What follows belongs to an exercise in optimizing a design on an open flow for small area, a short achievable clock period and few clock cycles per item; a production flow would make more cautious choices. The RTL was checked by simulation tests, not by an equivalence proof against the original design. Power is estimated from default activity; no workload was simulated.

Design filter, start of the top module:
module filter
 #(parameter DWIDTH = 16,
   parameter DDWIDTH = 2*DWIDTH,
	parameter L = 160,
	parameter L_LOG = 8,
	parameter M = 147,
	parameter M_LOG = 8,
	parameter CWIDTH = 4*L,
	parameter J = 4,
	parameter J_LOG = 2)
  (input clk,
   input rst,
	output req_in,
	input ack_in,
	input signed [0:DWIDTH-1] data_in,
	output req_out,
	input ack_out,
	output signed [0:DWIDTH-1] data_out);
For scale: about 370 flip-flops, about 38 I/O pins, about 26000 µm² of cells after synthesis.
Settings: LEC_CHECK=0, CAP_MARGIN=20, CORE_MARGIN=2, CORE_UTILIZATION=40, CTS_CLUSTER_DIAMETER=100, CTS_CLUSTER_SIZE=25, SLEW_MARGIN=20, SYNTH_MEMORY_MAX_BITS=16384; clock period 10.0 ns.
standard.sh (not shown) runs the stock make flow with config.mk's settings and CLKGATE_MAP_FILE= SYNTH_SCRIPT=/design/flow/synth_recipe.tcl, a recipe that flattens the netlist after the stock synthesis.
==> flow/flow/run.sh <==
#!/bin/bash
# The standard layout (standard.sh), with these changes:
#  - synthesis skips the quick ABC pass inside Yosys's synth, so the adder
#    trees reach the full-adder extraction as written (same registers);
#  - timing repair aims below the clock period (larger setup margin).
set -euo pipefail
bash standard.sh SYNTH_ARGS=-noabc SETUP_SLACK_MARGIN=6.8 finish > standard_make.log 2>&1
Testbench counts at the start, summed over its fixed seeds: cycles 10,280, items 5,120.
Change:
--- a/flow/flow/run.sh
+++ b/flow/flow/run.sh
@@ -5,3 +5,3 @@
 #  - timing repair aims below the clock period (larger setup margin).
 set -euo pipefail
-bash standard.sh SYNTH_ARGS=-noabc SETUP_SLACK_MARGIN=6.8 finish > standard_make.log 2>&1
+bash standard.sh SYNTH_ARGS=-noabc SETUP_SLACK_MARGIN=6.9 MATCH_CELL_FOOTPRINT=0 finish > standard_make.log 2>&1
Result: The new run completed without violations; area after synthesis does not change; design area stays flat; maximum frequency goes up by about 3%; via count goes down by about 0.9%; global-route usage stays flat; die area is unchanged; sequential power is about the same.
Change:
--- a/flow/flow/run.sh
+++ b/flow/flow/run.sh
@@ -5,3 +5,3 @@
 #  - timing repair aims below the clock period (larger setup margin).
 set -euo pipefail
-bash standard.sh SYNTH_ARGS=-noabc SETUP_SLACK_MARGIN=6.9 MATCH_CELL_FOOTPRINT=0 finish > standard_make.log 2>&1
+bash standard.sh SYNTH_ARGS=-noabc SETUP_SLACK_MARGIN=6.9 finish > standard_make.log 2>&1
Effect: Total power shrinks by 0.78%. Wire length increases by 0.73%. Area after synthesis is unchanged.

========
Another version of the RTL of filter (not shown whole).
Size in the first run: ~2600 cells after synthesis, about 370 flip-flops, about 38 I/O pins, roughly 0.025 mm² of cells after synthesis.
==> flow/design.v (excerpt) <==
module filter
 #(parameter DWIDTH = 16,
   parameter DDWIDTH = 2*DWIDTH,
	parameter L = 160,
	parameter L_LOG = 8,
	parameter M = 147,
	parameter M_LOG = 8,
	parameter CWIDTH = 4*L,
	parameter J = 4,
	parameter J_LOG = 2)
  (input clk,
   input rst,
	output req_in,
	input ack_in,
	input signed [0:DWIDTH-1] data_in,
	output req_out,
	input ack_out,
	output signed [0:DWIDTH-1] data_out);
==> flow/config.mk <==
export PLATFORM = sky130hd
export DESIGN_NAME = filter
export DESIGN_NICKNAME = filter
export VERILOG_FILES = /design/flow/design.v
export SDC_FILE = /design/flow/constraint.sdc
export NUM_CORES = 4
export LEC_CHECK = 0
export CAP_MARGIN = 20
export CORE_MARGIN = 2
export CORE_UTILIZATION = 40
export CTS_CLUSTER_DIAMETER = 100
export CTS_CLUSTER_SIZE = 25
export SLEW_MARGIN = 20
export SYNTH_MEMORY_MAX_BITS = 16384
==> flow/constraint.sdc <==
create_clock -name core_clock -period 10.0 [get_ports {clk}]
set_input_delay 2.0000 -clock core_clock [delete_from_list [all_inputs] [get_ports {clk}]]
set_output_delay 2.0000 -clock core_clock [all_outputs]
set_load 0.01 [all_outputs]
==> flow/flow/run.sh <==
#!/bin/bash
# The standard layout (standard.sh), with these changes:
#  - synthesis skips the quick ABC pass inside Yosys's synth, so the adder
#    trees reach the full-adder extraction as written (same registers);
#  - timing repair aims below the clock period (larger setup margin).
set -euo pipefail
bash standard.sh SYNTH_ARGS=-noabc SETUP_SLACK_MARGIN=7.0 finish > standard_make.log 2>&1
Testbench counts at the start, summed over its fixed seeds: cycles 10,280, items 5,120.
Then changed:
--- a/flow/flow/run.sh
+++ b/flow/flow/run.sh
@@ -7 +7 @@
-bash standard.sh SYNTH_ARGS=-noabc SETUP_SLACK_MARGIN=7.0 finish > standard_make.log 2>&1
+bash standard.sh SYNTH_ARGS=-noabc SETUP_SLACK_MARGIN=6.95 finish > standard_make.log 2>&1
- PLACE_DENSITY: default -> 0.7
=>
- The new run finished clean
- hold slack is about the same
- first-iteration DRC count increases by roughly a tenth
- power increases slightly
- worst setup slack degrades by 0.048 ns
- cell count decreases slightly

## afterwards: timing with drivers on the ports
In the flow no input, the clock included, has a driving cell. The finished layouts below were timed again as built, in two steps. Step 1 sets driving cells, clkbuf_16 on the clock port and buf_2 on the other inputs (assumed; they add their load-dependent delay and slew). Step 2, shift: input delay + t, output delay - t, t = (earliest + latest rising clock arrival at the registers) / 2. This alone moves slack from input paths to output paths. Three values: ideal ports, drivers, drivers and shift; two values: the first two.
run	t, ns	setup slack, ns	worst setup path after step 2	latest minus earliest clock arrival (ns)
the first run of note 1	0.639	6.789 / 6.789 / 6.401	input to register	0.039 / 0.039
the second run of note 1	0.621	6.881 / 6.836 / 6.407	input to register	0.029 / 0.029
the third run of note 1	0.615	6.925 / 6.863 / 6.421	input to register	0.025 / 0.025
the first run of note 2	0.605	6.962 / 6.903 / 6.478	input to register	0.053 / 0.053
the second run of note 2	0.600	6.914 / 6.882 / 6.450	input to register	0.016 / 0.016
After both steps setup and hold are still met in every run listed. For the third run of note 1, which loses most, drivers alone change the setup slack by -0.062 ns; drivers and shift together by -0.504 ns.
